Source: an optimization exercise on an open RTL-to-GDS flow (aim: small area and a short achievable clock period). Production flows keep margins and buffers that such runs may drop.
Function was checked by simulation only, so behaviour that the tests miss may differ from the original.
Power is estimated from default activity; no workload was simulated.

<file path="design.v">
module RegisterFile(
  input clk,
  input reset,
  input we,
  input [4:0] wa,
  input [31:0] wd,
  input [4:0] ra1,
  input [4:0] ra2,
  output [31:0] rd1,
  output [31:0] rd2
);
  wire [31:0] wsel;
  wire [1023:0] q;
  reg [31:0] v;
  genvar i;
  generate
    for (i = 0; i < 32; i = i + 1) begin : r
      reg [31:0] data;
      assign wsel[i] = we && (wa == i);
      always @(posedge clk)
        if (wsel[i]) data <= wd;
      assign q[i*32 +: 32] = data;
    end
  endgenerate
  always @(posedge clk or posedge reset)
    if (reset) v <= 32'b0;
    else v <= v | wsel;
  wire [31:0] s1 = (32'b1 << ra1) & v;
  wire [31:0] s2 = (32'b1 << ra2) & v;
  reg [31:0] o1, o2;
  integer k;
  always @* begin
    o1 = 32'b0;
    o2 = 32'b0;
    for (k = 0; k < 32; k = k + 1) begin
      o1 = o1 | ({32{s1[k]}} & q[k*32 +: 32]);
      o2 = o2 | ({32{s2[k]}} & q[k*32 +: 32]);
    end
    if (ra1 == 5'd10 && !v[10]) o1 = o1 | 32'd15;
    if (ra1 == 5'd21 && !v[21]) o1 = o1 | 32'd4;
    if (ra2 == 5'd10 && !v[10]) o2 = o2 | 32'd15;
    if (ra2 == 5'd21 && !v[21]) o2 = o2 | 32'd4;
  end
  assign rd1 = o1;
  assign rd2 = o2;
endmodule
module Top_Level(
	input clk,
	input reset,
	output [31:0] PC,
	input [31:0] Instruction,
	output [31:0] WriteData,
	output [4:0] WriteReg,
	output RegWrite,
	output [31:0] DataAddr,
	output [31:0] DataOut,
	output MemWrite,
	output MemRead,
	input [31:0] DataIn
);
  reg [31:0] pc;
  reg take_m;
  reg [31:0] m2_m;
  always @(posedge clk or posedge reset)
    if (reset) pc <= 32'b0;
    else pc <= take_m ? m2_m : pc + 32'd1;
  assign PC = pc;
  wire [6:0] opc = Instruction[6:0];
  wire isR_f   = opc == 7'b0110011;
  wire isLW_f  = opc == 7'b0000011;
  wire isSW_f  = opc == 7'b0100011;
  wire isBEQ_f = opc == 7'b1100011;
  reg [31:0] pc_d;
  reg [31:7] ins_d;
  reg isR_d, isLW_d, isSW_d, isBEQ_d;
  always @(posedge clk) begin
    pc_d <= pc;
    ins_d <= Instruction[31:7];
  end
  always @(posedge clk or posedge reset)
    if (reset) {isR_d, isLW_d, isSW_d, isBEQ_d} <= 4'b0;
    else {isR_d, isLW_d, isSW_d, isBEQ_d} <= {isR_f, isLW_f, isSW_f, isBEQ_f};
  wire [4:0] rd  = ins_d[11:7];
  wire [4:0] rs1 = ins_d[19:15];
  wire [4:0] rs2 = ins_d[24:20];
  wire [3:0] funct = {ins_d[31], ins_d[14:12]};
  wire [11:0] imm = ins_d[31:20];
  wire regWrite_d = isR_d | isLW_d;
  wire aluSrc_d = isLW_d | isSW_d;
  wire opSub_d = isR_d & (funct == 4'b1000);
  wire opAnd_d = isR_d & (funct == 4'b0111);
  wire opOr_d  = isR_d & (funct == 4'b0110);
  wire opArith_d = ~isR_d | (funct == 4'b0000) | (funct == 4'b1000);
  reg [4:0] rd_e, rd_m;
  reg fw_e, fw_m;             
  reg regWrite_m, memRead_m;
  reg [31:0] res_m;
  wire [31:0] rf1, rf2;
  reg [31:0] wb_data;
  reg [4:0] wb_rd;
  reg wb_we;
  RegisterFile regFile(
    .clk(clk), .reset(reset),
    .we(wb_we), .wa(wb_rd), .wd(wb_data),
    .ra1(rs1), .ra2(rs2), .rd1(rf1), .rd2(rf2));
  wire fwdM1 = fw_e & (rd_e == rs1);
  wire fwdM2 = fw_e & (rd_e == rs2);
  wire fwdW1 = fw_m & (rd_m == rs1);
  wire fwdW2 = fw_m & (rd_m == rs2);
  wire [31:0] wbval = memRead_m ? DataIn : res_m;
  wire [31:0] d1_in = fwdW1 ? wbval : rf1;
  wire [31:0] d2_in = fwdW2 ? wbval : rf2;
  wire [31:0] target = pc_d + {{20{imm[11]}}, imm};
  wire [31:0] x_in = isBEQ_d ? target : {target[31:12], imm};
  reg [31:0] d1_e, d2_e, x_e;
  reg selM1_e, selM2_e, aluSrc_e, opArith_e, opSub_e, opAnd_e, opOr_e;
  reg regWrite_e, memRead_e, memWrite_e, isBEQ_e;
  always @(posedge clk) begin
    d1_e <= d1_in;
    d2_e <= d2_in;
    x_e <= x_in;
    rd_e <= rd;
    selM1_e <= fwdM1;
    selM2_e <= fwdM2;
    aluSrc_e <= aluSrc_d;
    opArith_e <= opArith_d;
    opSub_e <= opSub_d;
    opAnd_e <= opAnd_d;
    opOr_e <= opOr_d;
  end
  always @(posedge clk or posedge reset)
    if (reset) {regWrite_e, memRead_e, memWrite_e, isBEQ_e, fw_e} <= 5'b0;
    else {regWrite_e, memRead_e, memWrite_e, isBEQ_e, fw_e} <=
         {regWrite_d, isLW_d, isSW_d, isBEQ_d, regWrite_d & (rd != 5'd0)};
  wire [31:0] a = selM1_e ? res_m : d1_e;
  wire [31:0] f2 = selM2_e ? res_m : d2_e;
  wire [31:0] b = aluSrc_e ? {{20{x_e[11]}}, x_e[11:0]} : f2;
  wire [31:0] sum = a + (opSub_e ? ~b : b) + {31'b0, opSub_e};
  wire [31:0] res = opArith_e ? sum : opAnd_e ? (a & b) : opOr_e ? (a | b) : 32'b0;
  wire take = isBEQ_e & (a == f2);
  wire [31:0] m2_in = isBEQ_e ? x_e : f2;
  reg memWrite_m;
  always @(posedge clk) begin
    res_m <= res;
    m2_m <= m2_in;
    rd_m <= rd_e;
  end
  always @(posedge clk or posedge reset)
    if (reset) {regWrite_m, memRead_m, memWrite_m, take_m, fw_m} <= 5'b0;
    else {regWrite_m, memRead_m, memWrite_m, take_m, fw_m} <=
         {regWrite_e, memRead_e, memWrite_e, take, fw_e};
  assign DataAddr = res_m;
  assign DataOut = m2_m;
  assign MemWrite = memWrite_m;
  assign MemRead = memRead_m;
  always @(posedge clk) begin
    wb_data <= wbval;
    wb_rd <= rd_m;
  end
  always @(posedge clk or posedge reset)
    if (reset) wb_we <= 1'b0;
    else wb_we <= regWrite_m;
  assign WriteData = wb_data;
  assign WriteReg = wb_rd;
  assign RegWrite = wb_we;
endmodule
</file>
<file path="run.sh">
#!/bin/bash
# synth_recipe.tcl (not shown) runs the flow's synth.tcl, then flattens the netlist and writes it again
# the make line also repeats each setting of config.mk as NAME=value (left out here)
make -C /OpenROAD-flow-scripts/flow DESIGN_CONFIG=/design/flow/config.mk WORK_HOME=/design/flow/orfs CLKGATE_MAP_FILE= SYNTH_SCRIPT=/design/flow/synth_recipe.tcl finish
</file>
<file path="config.mk">
export PLATFORM = sky130hd
export DESIGN_NAME = Top_Level
export DESIGN_NICKNAME = Top_Level
export VERILOG_FILES = /design/flow/design.v
export SDC_FILE = /design/flow/constraint.sdc
export NUM_CORES = 4
export LEC_CHECK = 0
export CAP_MARGIN = 20
export CORE_MARGIN = 2
export CORE_UTILIZATION = 40
export SLEW_MARGIN = 20
</file>
<file path="constraint.sdc">
create_clock -name core_clock -period 7.0 [get_ports {clk}]
set_input_delay 1.4000 -clock core_clock [delete_from_list [all_inputs] [get_ports {clk}]]
set_output_delay 1.4000 -clock core_clock [all_outputs]
set_load 0.01 [all_outputs]
</file>
==> metrics.csv, run 1 <==
metric,value,unit
most common cell in the netlist,edfxtp_1,
CP required,7.65,ns
"Gates resized, CTS repair",0,
max-slew violation count,0,
"most used cell, CP",mux2i_1,
CTS tree,yes,
vias in the first global route,44300,
GPL Wtd Cong,0.9935,
H-Tree Level Count,4,
Synth Flop Type,edfxtp_1,
largest fanout on the critical path,32,
largest net degree at the start of global routing,66,
Netlist cell types,78,
# fillers,12650,
Crit. Startpoint,selM2_e,
Longest Clk Path Bufs,3,
Worst R2R Start,selM2_e,
syn avg cell area,13.62,µm²
status,"complete, no violations",
clock sink count,1374,
Seq cells post-synth,1374,
"Period Utilization, post-route",64.94,%
DP HPWL,151200,µm
Worst Reg-to-Reg Cells,12,
syn nets,4411,
hold-fix buffer count after cts,0,
Clock transition at path regs,0.06,ns
CP max stage cell,dfxtp_2,
cell taking the most area after synthesis,edfxtp_1,
Synth top area share,52.72,%
DIE AREA,0.1489,mm²
first-pass GRT wire length,362400,µm
Max-cap violations,0,
number of synthesis warnings,2,
setup TNS,0,ns
# nets final,4568,
post-place setup slack,2.640,ns
RR Endpoint,res_m[15],
R2R Setup Slk,2.45,ns
Initial Util,40.17,%
worst hold path class,reg -> reg,
PD cells,258.6,mW/mm²
Critical Path Max Stage Delay,0.97,ns
max_slew headroom,20.22,%
GR Overflow Total,0,
DRT Wirelength,269900,µm
Layout Skew,0.04278,ns
starting DRC count in detailed routing,11560,
number of synthesized flops with an enable pin,1024,
synth cell count leaders,"edfxtp_1 (1,024), a22oi_1 (549), dfxtp_1 (271)",
Clock Tree Root,clkbuf_16,
Final setup viols,0,
worst setup margin,2.454,ns
Total GRT Usage,35.30,%
crit path launch type,flop,
Die Span X,385.9,µm
Detail Route Antenna Nets,0,
fraction of the yosys area taken by sequential cells,65.41,%
drt pass-1 iters,12,
CP Capture Point,res_m[15],
setup bufs post-CTS,0,
Clock Latency Late Sink,0.81,ns
kind of critical path,reg -> reg,
CP arrival,5.20,ns
Least-Margin Pin Slew,1.197,ns
wire length per cell,41.58,µm
min cycle time layout,4.546,ns
initial antenna violation count,21,
RSZ-0062 raised after global routing,no,
endpoints failing hold,0,
share of cells above drive strength 1,13.35,%
f_max,220.0,MHz
post-DR vias/cell,7.369,
CP Cell Sequence,"mux2_2, mux2i_1, xnor2_1, ha_1, and3_1, a221oi_1, nor2_1, a311oi_1, o211ai_1, a31oi_1, xor2_1, mux2i_1",
Top Ports,202,
"Area growth, synth to finish",16.04,%
Residual DRC,0,
TritonCTS Buffers,141,
Die H,385.9,µm
Row Count,140,
leakage,23.15,nW
routed via count,47830,
Syn Inst Count,4281,
Synth async-reset ratio,5.750,%
Worst VDD drop,0.0001570,V
number of port buffers,201,
Synth Cell Area,0.05833,mm²
top cells by area in the synthesized netlist,"edfxtp_1 (53%), dfxtp_1 (9.3%), a22oi_1 (7.1%)",
CORE AREA,0.1452,mm²
Crit. End Element,flop,
[metal layers]
layer  GRT usage, %  share of wire [%]
met1          41.28                 33
met2          51.59                 42
met3          16.92                 17
met4          22.92                8.5
met5         0.1300              0.098
[layout make-up]
| class | instances | area [µm²] | share of cell area (%) |
|---|---|---|---|
| antenna | 20 | 50.05 | 0.07395 |
| clock buffer | 186 | 3928 | 5.803 |
| clock inverter | 73 | 753.2 | 1.113 |
| inverter | 85 | 320.3 | 0.4733 |
| multi-input combinational | 2489 | 18950 | 27.99 |
| sequential | 1374 | 38170 | 56.39 |
| tap | 1917 | 2399 | 3.544 |
| timing repair buffer | 347 | 3120 | 4.610 |
[power breakdown]
group | switching, mW | internal (mW)
logic | 0.421 | 0.306
registers | 0.151 | 8.86
clock network | 3.32 | 4.45
total | 3.89 | 13.6
[per-stage QoR]
stage | power [mW] | cell area (µm²) | hold WS [ns] | util, % | instances
floorplan | 9.510 | 58330 | 0.3227 | - | 4281
global placement | 9.883 | 62930 | 0.3353 | 43.34 | 6212
detailed placement | 9.889 | 62930 | 0.3371 | 43.34 | 6212
CTS | 17.49 | 67610 | 0.3529 | 46.56 | 6471
global route | 17.87 | 67630 | 0.3652 | 46.58 | 6472
finish | 17.50 | 67680 | 0.3509 | 46.61 | 6491
[placed cells by master (no fill, tap or decap), types with 13 or more instances in the layout]
cell type,count
nor4_1,14
nand3_1,73
clkinv_1,15
xnor2_1,104
a21o_1,27
and3_2,23
o21ai_0,79
xor2_1,64
dfrtp_1,77
inv_1,84
buf_4,145
nor3_1,95
nor2_1,67
nand4_1,161
clkdlybuf4s50_1,201
nor3b_1,15
a21oi_1,98
a222oi_1,67
ha_1,62
nand2_1,112
nor2_4,33
or2_2,41
a22o_1,171
a22oi_1,549
mux2i_1,71
a221oi_1,231
edfxtp_1,1024
clkbuf_1,31
and3_4,41
bufinv_16,13
dfxtp_1,261
a32oi_1,34
clkbuf_16,149
diode_2,20
nor2b_1,15
mux2_2,79
and3_1,19
clkinv_2,28
[logic make-up (layout without fill, tap and decap cells)]
kind of cell,Yosys count,count (layout),share of synthesized area [%]
other,0,20,0
and+or+nand+nor,748,748,6.845
buffers and inverters,418,691,2.954
muxes,154,154,2.821
adders and majority gates,64,64,1.399
DFF,1374,1374,65.41
xor gates and xnor gates,168,168,2.523
AOI/OAI and AO/OA,1355,1355,18.05
[critical path, delay by kind of cell (launching register included)]
| family | cells | cell delay (ns) |
|---|---|---|
| muxes | 3 | 0.82 |
| DFF | 1 | 0.97 |
| xor gates and xnor gates | 2 | 0.29 |
| adders and majority gates | 1 | 0.40 |
| AOI/OAI and AO/OA | 4 | 1.53 |
| and+or+nand+nor | 2 | 0.39 |
[how the worst min path moves through the flow]
stage / startpoint / end / slack [ns] / cells after the start
final: memWrite_e / memWrite_m / 0.35 / 0
after global placement: ins_d[11] / rd_e[4] / 0.34 / 0
after CTS: memWrite_e / memWrite_m / 0.35 / 0
after global routing: ins_d[9] / rd_e[2] / 0.37 / 0
after detailed placement: regWrite_m / wb_we / 0.34 / 0
after floorplan: ins_d[11] / rd_e[4] / 0.32 / 0
[flip-flops by register name (all words and copies together) (netlist names), 5 cells and up]
name            cells
d1_e               32
d2_e               32
ins_d              25
m2_m               32
pc                 32
pc_d               32
rd_e                5
rd_m                5
regFile.r.data   1024
regFile.v          32
res_m              32
wb_data            32
wb_rd               5
x_e                32
==> run 2: changes to the inputs <==
--- a/design.v
+++ b/design.v
@@ -87,7 +87,7 @@
   wire [11:0] imm = ins_d[31:20];
   wire regWrite_d = isR_d | isLW_d;
   wire aluSrc_d = isLW_d | isSW_d;
-  wire opSub_d = isR_d & (funct == 4'b1000);
+  wire sub_d = isR_d & (funct == 4'b1000) | isBEQ_d;
   wire opAnd_d = isR_d & (funct == 4'b0111);
   wire opOr_d  = isR_d & (funct == 4'b0110);
   wire opArith_d = ~isR_d | (funct == 4'b0000) | (funct == 4'b1000);
@@ -108,23 +108,27 @@
   wire fwdW1 = fw_m & (rd_m == rs1);
   wire fwdW2 = fw_m & (rd_m == rs2);
   wire [31:0] wbval = memRead_m ? DataIn : res_m;
-  wire [31:0] d1_in = fwdW1 ? wbval : rf1;
-  wire [31:0] d2_in = fwdW2 ? wbval : rf2;
-  wire [31:0] target = pc_d + {{20{imm[11]}}, imm};
-  wire [31:0] x_in = isBEQ_d ? target : {target[31:12], imm};
-  reg [31:0] d1_e, d2_e, x_e;
-  reg selM1_e, selM2_e, aluSrc_e, opArith_e, opSub_e, opAnd_e, opOr_e;
+  wire [31:0] v1 = fwdW1 ? wbval : rf1;
+  wire [31:0] v2 = fwdW2 ? wbval : rf2;
+  wire [31:0] immx = {{20{imm[11]}}, imm};
+  wire [31:0] target = pc_d + immx;
+  wire [31:0] d1_in = fwdM1 ? 32'b0 : v1;
+  wire [31:0] bx_in = aluSrc_d ? immx : (fwdM2 ? 32'b0 : v2 ^ {32{sub_d}});
+  wire [31:0] sd_in = isBEQ_d ? target : v2;
+  reg [31:0] d1_e, bx_e, sd_e;
+  reg selM1_e, selMp_e, selMn_e, selSD_e, sub_e, opArith_e, opAnd_e, opOr_e;
   reg regWrite_e, memRead_e, memWrite_e, isBEQ_e;
   always @(posedge clk) begin
     d1_e <= d1_in;
-    d2_e <= d2_in;
-    x_e <= x_in;
+    bx_e <= bx_in;
+    sd_e <= sd_in;
     rd_e <= rd;
     selM1_e <= fwdM1;
-    selM2_e <= fwdM2;
-    aluSrc_e <= aluSrc_d;
+    selMp_e <= fwdM2 & ~aluSrc_d & ~sub_d;
+    selMn_e <= fwdM2 & ~aluSrc_d & sub_d;
+    selSD_e <= fwdM2 & ~isBEQ_d;
+    sub_e <= sub_d;
     opArith_e <= opArith_d;
-    opSub_e <= opSub_d;
     opAnd_e <= opAnd_d;
     opOr_e <= opOr_d;
   end
@@ -132,13 +136,14 @@
     if (reset) {regWrite_e, memRead_e, memWrite_e, isBEQ_e, fw_e} <= 5'b0;
     else {regWrite_e, memRead_e, memWrite_e, isBEQ_e, fw_e} <=
          {regWrite_d, isLW_d, isSW_d, isBEQ_d, regWrite_d & (rd != 5'd0)};
-  wire [31:0] a = selM1_e ? res_m : d1_e;
-  wire [31:0] f2 = selM2_e ? res_m : d2_e;
-  wire [31:0] b = aluSrc_e ? {{20{x_e[11]}}, x_e[11:0]} : f2;
-  wire [31:0] sum = a + (opSub_e ? ~b : b) + {31'b0, opSub_e};
-  wire [31:0] res = opArith_e ? sum : opAnd_e ? (a & b) : opOr_e ? (a | b) : 32'b0;
-  wire take = isBEQ_e & (a == f2);
-  wire [31:0] m2_in = isBEQ_e ? x_e : f2;
+  wire [31:0] a = ({32{selM1_e}} & res_m) | d1_e;
+  wire [31:0] bb = ({32{selMp_e}} & res_m) | ({32{selMn_e}} & ~res_m) | bx_e;
+  wire [32:0] sum1 = {a, 1'b1} + {bb, sub_e};
+  wire [31:0] sum = sum1[32:1];
+  wire [31:0] res = ({32{opArith_e}} & sum) | ({32{opAnd_e}} & (a & bb)) |
+                    ({32{opOr_e}} & (a | bb));
+  wire take = isBEQ_e & (&(a ^ bb));
+  wire [31:0] m2_in = selSD_e ? res_m : sd_e;
   reg memWrite_m;
   always @(posedge clk) begin
     res_m <= res;
--- a/config.mk
+++ b/config.mk
@@ -7,5 +7,7 @@
 export LEC_CHECK = 0
 export CAP_MARGIN = 20
 export CORE_MARGIN = 2
-export CORE_UTILIZATION = 40
+export CORE_UTILIZATION = 60
+export SETUP_SLACK_MARGIN = 4.0
 export SLEW_MARGIN = 20
+export TNS_END_PERCENT = 5
==> run 2 against run 1 <==
Sequential power shrank 0.9%; critical endpoint is now bx_e[4]; design area increased by 2.5%; via count increased by 6.3%; final cell count shrank 6.2%; clock skew down 0.010 ns.
==> metrics.csv, run 2 <==
metric,value,unit,change
initial antenna violation count,38,,+81%
worst hold stages,0,,unchanged
most common cell in the netlist,edfxtp_1,,
DIE AREA,0.1005,mm²,-33%
Fin Hold WS,0.3456,ns,-0.005305 ns
Hold EP,memWrite_m,,
RR Endpoint,bx_e[4],,
Synth async-reset ratio,5.745,%,about the same
syn avg cell area,13.34,µm²,-2.1%
Worst VDD drop,0.0003056,V,+95%
R2R Setup Slk,3.54,ns,+1.09 ns
largest register by flop count,regFile.r.data,,
PD cells,247.7,mW/mm²,-4.2%
dpl cell area,0.06244,mm²,-0.79%
syn nets,4571,,+3.6%
# nets final,4825,,+5.6%
synth cell count leaders,"edfxtp_1 (1,024), a22oi_1 (683), dfxtp_1 (272)",,
CP required,7.66,ns,about the same
worst setup margin,3.542,ns,+1.088 ns
"most common cell after layout, fill and taps aside",edfxtp_1,,
min cycle time layout,3.458,ns,-1.088 ns
Synth top area share,52.32,%,-0.40 points
GR Overflow Total,0,,unchanged
Clock Latency Late Sink,0.78,ns,-0.03 ns
cell taking the most area after synthesis,edfxtp_1,,
Final setup viols,0,,unchanged
H-Tree Level Count,4,,unchanged
Crit. End Element,flop,,
max_slew headroom,16.94,%,-3.3 points
setup TNS,0,ns,unchanged
number of port buffers,201,,unchanged
Least-Margin Pin Slew,1.246,ns,+0.04911 ns
"Period Utilization, post-route",49.40,%,-16 points
Syn Inst Count,4407,,+2.9%
f_max,289.2,MHz,+31%
DP HPWL,141300,µm,-6.5%
number of synthesis warnings,2,,unchanged
"Area growth, synth to finish",18.06,%,
wire length per cell,45.84,µm,+10%
Residual DRC,0,,unchanged
fraction of the yosys area taken by sequential cells,64.95,%,-0.46 points
Row Count,114,,-19%
CP Cell Sequence,"buf_8, xnor2_1, nand4_1, or2_4, buf_4, nand3_1, or3_1, o22ai_2, nor3_1, a221o_1",,
final core utilization,71.64,%,+25 points
DRT Wirelength,279000,µm,+3.4%
Worst R2R Start,ins_d[23],,
Max-cap violations,0,,unchanged
largest fanout on the critical path,20,,-38%
status,"complete, no violations",,
worst hold path class,reg -> reg,,
Netlist cell types,78,,unchanged
max FFs per register,1024,,unchanged
Detail Route Antenna Nets,0,,unchanged
hold-fix buffer count after cts,0,,unchanged
worst hold start,memWrite_e,,
CTS tree,yes,,
Longest Clk Path Bufs,3,,unchanged
Worst Reg-to-Reg Cells,10,,-2
post-place setup slack,2.663,ns,+0.02312 ns
Synth Cell Area,0.05877,mm²,+0.76%
Layout Skew,0.03261,ns,-0.01017 ns
Seq cells post-synth,1375,,+0.073%
CORE AREA,0.09685,mm²,-33%
TritonCTS Buffers,139,,-1.4%
first-pass GRT wire length,360200,µm,-0.61%
largest net degree at the start of global routing,64,,-3.0%
number of synthesized flops with an enable pin,1024,,unchanged
Clock Tree Root,clkbuf_16,,
register area,0.03827,mm²,+0.27%
kind of critical path,reg -> reg,,
endpoints failing hold,0,,unchanged
Critical Path Max Stage Delay,0.51,ns,-0.46 ns
post-DR vias/cell,8.352,,+13%
# fillers,6529,,-48%
Die H,317.0,µm,-18%
leakage,24.85,nW,+7.3%
Initial Util,60.68,%,+21 points
starting DRC count in detailed routing,13940,,+21%
RSZ-0062 raised after global routing,yes,,
final instance area,0.06938,mm²,+2.5%
drt pass-1 iters,17,,+5
Top Ports,202,,unchanged
CP arrival,4.11,ns,-1.09 ns
CP max stage cell,o22ai_2,,
clock sink count,1375,,+0.073%
max-slew violation count,0,,unchanged
vias in the first global route,45940,,+3.7%
Die Span X,317.0,µm,-18%
top cells by area in the synthesized netlist,"edfxtp_1 (52%), dfxtp_1 (9.3%), a22oi_1 (8.7%)",,
area of the multi-input gates,0.02024,mm²,+6.8%
routed via count,50840,,+6.3%
Synth Flop Type,edfxtp_1,,
crit path buf inv count,2,,+2
share of cells above drive strength 1,16.87,%,+3.5 points
Clock transition at path regs,0.06,ns,about the same
Total GRT Usage,52.76,%,+17 points
"commonest non-fill, non-tap cells in the layout","edfxtp_1 (1,024), a22oi_1 (683), dfxtp_1 (237), nand4_1 (191), clkdlybuf4s50_1 (190)",,
crit path launch type,flop,,
"CP delay by family, top",simple AND/OR/NAND/NOR gates,,
GPL Wtd Cong,0.9713,,-2.2%
[run 2: cell count changes after synthesis, moves of 43 or more]
cell / delta
mux2i_1: -43
nand2_1: +72
xnor2_1: -65
a22oi_1: +134
a221oi_1: -98
buf_2: -88
clkbuf_1: +57
a22o_1: -46
[run 2: through the flow]
step	power [mW]	std cells
floorplan	9.268	4407
finish	17.19	6087
global route	17.44	6063
global placement	9.531	5691
detailed placement	9.536	5691
CTS	17.04	5985
[run 2: power by group]
part	leakage [nW]	switching [mW]	internal [mW]
sequential	12.7	0.117	8.81
combinational	9.93	0.329	0.206
clock	2.26	3.26	4.46
[run 2: repair_timing]
| item | in CTS | in global routing |
|---|---|---|
| pin swaps | 20 | 38 |
| setup buffers | 33 | 55 |
| setup endpoints to repair | 274 | 251 |
| gates cloned | 4 | 13 |
| gates resized for setup | 175 | 134 |
[run 2: kinds of logic (layout without fill, tap and decap cells)]
logic type / after synthesis / in the layout / share of synthesized area [%]
compound gates: 1429 / 1429 / 18.59
fa+ha+maj: 98 / 98 / 2.112
flops: 1375 / 1375 / 64.95
buf+inv: 427 / 783 / 2.885
xor+xnor: 93 / 93 / 1.386
other cells: 0 / 34 / 0
mux: 98 / 98 / 1.812
simple gates: 887 / 901 / 8.263
[run 2: worst max path at each step]
stage,startpoint,to,slack (ns),depth (start not counted)
2_1_floorplan,wb_rd[3],regFile.r[8].data[0],3.33,4
3_3_place_gp,ins_d[20],sd_e[30],2.66,11
3_5_place_dp,ins_d[20],sd_e[30],2.66,11
4_1_cts,ins_d[17],d1_e[10],3.56,8
5_1_grt,selMn_e,res_m[26],3.59,12
6_report,ins_d[23],bx_e[4],3.54,10
[run 2: final cells by class]
class                   instances  area share [%]
flip-flops and latches       1375           55.16
multi-input cells            2619           29.17
repair buffers                429           5.993
clock buffers                 189           5.645
well taps                    1276           2.301
clock inverters                68           1.080
inverters                      97          0.5266
diodes                         34          0.1226
[run 2: layer usage]
metal / GRT usage, % / vias to the layer above / part of all wire (%)
met2: 70.90 / 6289 / 38
met3: 30.71 / 2282 / 20
met4: 38.89 / 61 / 11
met1: 61.69 / 23760 / 30
met5: 6.487 / - / 0.55
li1: - / 18450 / -

## re-timing with driven ports
No port has a modelled driver above. Below, the same layouts with a new extraction and two added sets of constraints.
Step 1 (the two cells are an assumption about what drives the block):
set clk [get_ports {clk}]
set_driving_cell -lib_cell sky130_fd_sc_hd__clkbuf_16 $clk
set_driving_cell -lib_cell sky130_fd_sc_hd__buf_2 [delete_from_list [all_inputs] $clk]
Step 2 times the ports against the registers' clock, not the clock port: input delays grow and output delays shrink by t, the midpoint of the rising clock arrivals with the driver on.
Three values: no drivers, after step 1, after step 2; two values: the first two.
run	t, ns	setup slack, ns	hold slack, ns	worst setup path at the end	pins driven straight from the clock port
run 1	0.868	2.454 / 2.454 / 2.454	0.351 / 0.351 / 0.351	register to register	1
run 2	0.835	3.542 / 3.542 / 3.542	0.346 / 0.346 / 0.346	register to register	1
After both steps every run listed still meets setup and hold.
